Source: an optimization exercise on an open RTL-to-GDS flow (aim: small area, a short achievable clock period and few clock cycles per item). Production flows keep margins and buffers that such runs may drop. Only simulation tests tie the RTL to the original design; equivalence was not proved. Power figures rest on the tool's default switching activity, not on a simulated workload.

// simon2share
module simon2share(clk, data_ina, data_inb, data_rdy, cipher_out, Done);
Settings: LEC_CHECK=0, CAP_MARGIN=20, CORE_MARGIN=2, CORE_UTILIZATION=70, CTS_CLUSTER_DIAMETER=90, CTS_CLUSTER_SIZE=28, PLACE_DENSITY=0.82, SETUP_SLACK_MARGIN=2.6, SLEW_MARGIN=20; clock period 5.0 ns.
standard.sh (not shown) runs the stock make flow with config.mk's settings and CLKGATE_MAP_FILE= SYNTH_SCRIPT=/design/flow/synth_recipe.tcl, a recipe that flattens the netlist after the stock synthesis.
==> flow/flow/run.sh <==
#!/bin/bash
# Standard ORFS layout (the standard.sh) with changes to buffering only:
#  - ports get a buf_2 as port buffer instead of the default cell;
#  - after global placement (post_gp.tcl):
#    * each output-gate flip-flop (done_n, last_n) gets a two-level buffer
#      tree, one buffer per cluster of its loads (gate_tree.tcl);
#    * each output's share-combining XOR that also feeds the round logic gets
#      a private copy placed at the output gate (clone_out.tcl).
# make's full output goes to standard.log; ORFS keeps per-step logs in orfs/logs.
set -uo pipefail
here=$(pwd)
export FLOW_DIR_V="$here/flow"
export BUFFER_PORTS_ARGS="-buffer_cell sky130_fd_sc_hd__buf_2"
export POST_GLOBAL_PLACE_TCL="$here/flow/post_gp.tcl"
export GATE_TREE_FLOPS='done_n$_DFF_P_ last_n$_DFF_P_'
export GATE_TREE_FANOUT=16
export GATE_TREE_CELL=sky130_fd_sc_hd__buf_4
bash standard.sh > standard.log 2>&1
Other scripts of this flow, unchanged in this note and not shown: flow/flow/clone_out.tcl, flow/flow/gate_tree.tcl, flow/flow/post_gp.tcl
Testbench counts at the start, summed over its fixed seeds: cycles 20,800, items 64.
Then changed:
- SETUP_SLACK_MARGIN: 2.6 -> 2.45
What happened:
- worst setup slack is better by 110 ps
- maximum frequency grows by 4.1%
- power falls by 0.89%
- cell area fell by 5.3%
- routed wire length goes down by 8.9%
- hold slack improves by 12 ps
- area after synthesis does not change
- sequential power hardly moves
- via count went down by 3.3%
Then changed:
- SETUP_SLACK_MARGIN: 2.45 -> 2.55
Outcome: The changed run ran to the end with no violations. Design area increases by 5.4%. Sequential power is about the same. Sequential share of layout area decreases by 1.8 points. Synthesized cell count is unchanged. Cell count increases by 0.97%. Power increases by 0.76%. Setup slack degrades by 87 ps. Clock-buffer cell count does not change. Utilization increases by 4.3 points. Routed wire length increases by 9.2%.

---

== lane 1 ==
simon2share again, from the RTL that the note above started with.
==> flow/design.v (excerpt) <==
module simon2share(clk, data_ina, data_inb, data_rdy, cipher_out, Done);
export LEC_CHECK = 0
export CAP_MARGIN = 20
export CORE_MARGIN = 2
export CORE_UTILIZATION = 70
export CTS_CLUSTER_DIAMETER = 90
export CTS_CLUSTER_SIZE = 28
export PLACE_DENSITY = 0.82
export SETUP_SLACK_MARGIN = 2.5
export SLEW_MARGIN = 20
create_clock -name core_clock -period 5.0 [get_ports {clk}]
==> flow/flow/post_gp.tcl <==
# After global placement: buffer trees for the output gates, then private
# copies of the output XORs.
source $::env(FLOW_DIR_V)/gate_tree.tcl
source $::env(FLOW_DIR_V)/clone_out.tcl
Scripts as last shown in full above: flow/flow/run.sh
Other scripts of this flow, unchanged in this note and not shown: flow/flow/clone_out.tcl, flow/flow/gate_tree.tcl
Lane 1 has completed all stages; timing, DRC and antenna checks passed.
Testbench counts of lane 1, summed over its fixed seeds: cycles 20,800, items 64.
[inputs] lane 2 vs lane 1
# lane 1
export LEC_CHECK = 0
export CAP_MARGIN = 20
export CORE_MARGIN = 2
export CORE_UTILIZATION = 70
export CTS_CLUSTER_DIAMETER = 90
export CTS_CLUSTER_SIZE = 28
export PLACE_DENSITY = 0.82
export SETUP_SLACK_MARGIN = 2.5
export SLEW_MARGIN = 20
create_clock -name core_clock -period 5.0 [get_ports {clk}]
# lane 2
export LEC_CHECK = 0
export CAP_MARGIN = 20
export CORE_MARGIN = 2
export CORE_UTILIZATION = 70
export CTS_CLUSTER_DIAMETER = 90
export CTS_CLUSTER_SIZE = 28
export PLACE_DENSITY = 0.82
export SETUP_SLACK_MARGIN = 2.45
export SLEW_MARGIN = 20
create_clock -name core_clock -period 5.0 [get_ports {clk}]
--- a/flow/flow/post_gp.tcl
+++ b/flow/flow/post_gp.tcl
@@ -3,2 +3,5 @@
 source $::env(FLOW_DIR_V)/gate_tree.tcl
 source $::env(FLOW_DIR_V)/clone_out.tcl
+# The state flip-flops all drive an output path: start them at drive strength 2.
+foreach c [get_cells -hierarchical *share*DFF*] { replace_cell $c sky130_fd_sc_hd__dfxtp_2 }
+foreach f $::env(GATE_TREE_FLOPS) { replace_cell [get_cells $f] sky130_fd_sc_hd__dfxtp_4 }
--- outcome ---
- Per the comparison of lane 2 with lane 1, layout filler cell count went up, worst endpoint data arrival time went up, worst vdd rail ir drop went down.
- Capturing instance or port of the critical path: cipher_out[90] -> lane 2, cipher_out[66] -> lane 1
- Taking lane 1 as the reference, in lane 2 overall power neither gained nor lost much, routed wire length -6.2%.
The following lists how lane 3 was set up differently from lane 2:
# lane 2
export LEC_CHECK = 0
export CAP_MARGIN = 20
export CORE_MARGIN = 2
export CORE_UTILIZATION = 70
export CTS_CLUSTER_DIAMETER = 90
export CTS_CLUSTER_SIZE = 28
export PLACE_DENSITY = 0.82
export SETUP_SLACK_MARGIN = 2.45
export SLEW_MARGIN = 20
create_clock -name core_clock -period 5.0 [get_ports {clk}]
# lane 3
export LEC_CHECK = 0
export CAP_MARGIN = 20
export CORE_MARGIN = 2
export CORE_UTILIZATION = 70
export CTS_CLUSTER_DIAMETER = 80
export CTS_CLUSTER_SIZE = 24
export PLACE_DENSITY = 0.82
export SETUP_SLACK_MARGIN = 2.45
export SLEW_MARGIN = 20
create_clock -name core_clock -period 5.0 [get_ports {clk}]
==> flow/flow/post_gp.tcl <==
# After global placement: buffer trees for the output gates, then private
# copies of the output XORs.
source $::env(FLOW_DIR_V)/gate_tree.tcl
source $::env(FLOW_DIR_V)/clone_out.tcl
Findings:
- Compared with lane 2, lane 3 shows worst setup timing slack at the placement stage lower by 27 ps.
- Post-route cell area: lane 3 vs lane 2, no meaningful difference
- Between lane 2 and lane 3, the sequential power figures differ only marginally.
- Relative to lane 2, the highest clock rate measured on lane 3 has increased slightly.
- Re final wirelength: lane 3 is 0.90% up on lane 2.
- The last element of the critical path comes out cipher_out[90] in one run and cipher_out[56] in the other, namely in lane 2 and lane 3 respectively.
- | layout overhead on the synthesized area | higher: lane 3 |
- Non-clock buffer count: lane 3 vs lane 2 up 2.6%

-- port drivers added, routing unchanged --
In the flow no input, the clock included, has a driving cell. The finished layouts below were timed again as built, in two steps. Step 1 sets driving cells, clkbuf_16 on the clock port and buf_2 on the other inputs (assumed; they add their load-dependent delay and slew). Step 2 times the ports against the registers' clock, not the clock port: input delays grow and output delays shrink by t, the midpoint of the rising clock arrivals with the driver on. a / b / c = ideal ports / drivers / drivers and shift; a / b = the first two.
run | t, ns | slack for setup (ns) | worst register clock-pin slew, ns
the first run of note 1 | 0.603 | 2.352 / 2.297 / 2.808 | 0.11 / 0.11
the second run of note 1 | 0.600 | 2.457 / 2.403 / 2.832 | 0.11 / 0.11
the third run of note 1 | 0.603 | 2.370 / 2.314 / 2.836 | 0.11 / 0.11
lane 1 | 0.602 | 2.461 / 2.407 / 2.804 | 0.11 / 0.11
lane 2 | 0.599 | 2.427 / 2.370 / 2.808 | 0.11 / 0.11
lane 3 | 0.613 | 2.445 / 2.391 / 2.735 | 0.10 / 0.10
After both steps setup and hold are still met in every run listed.
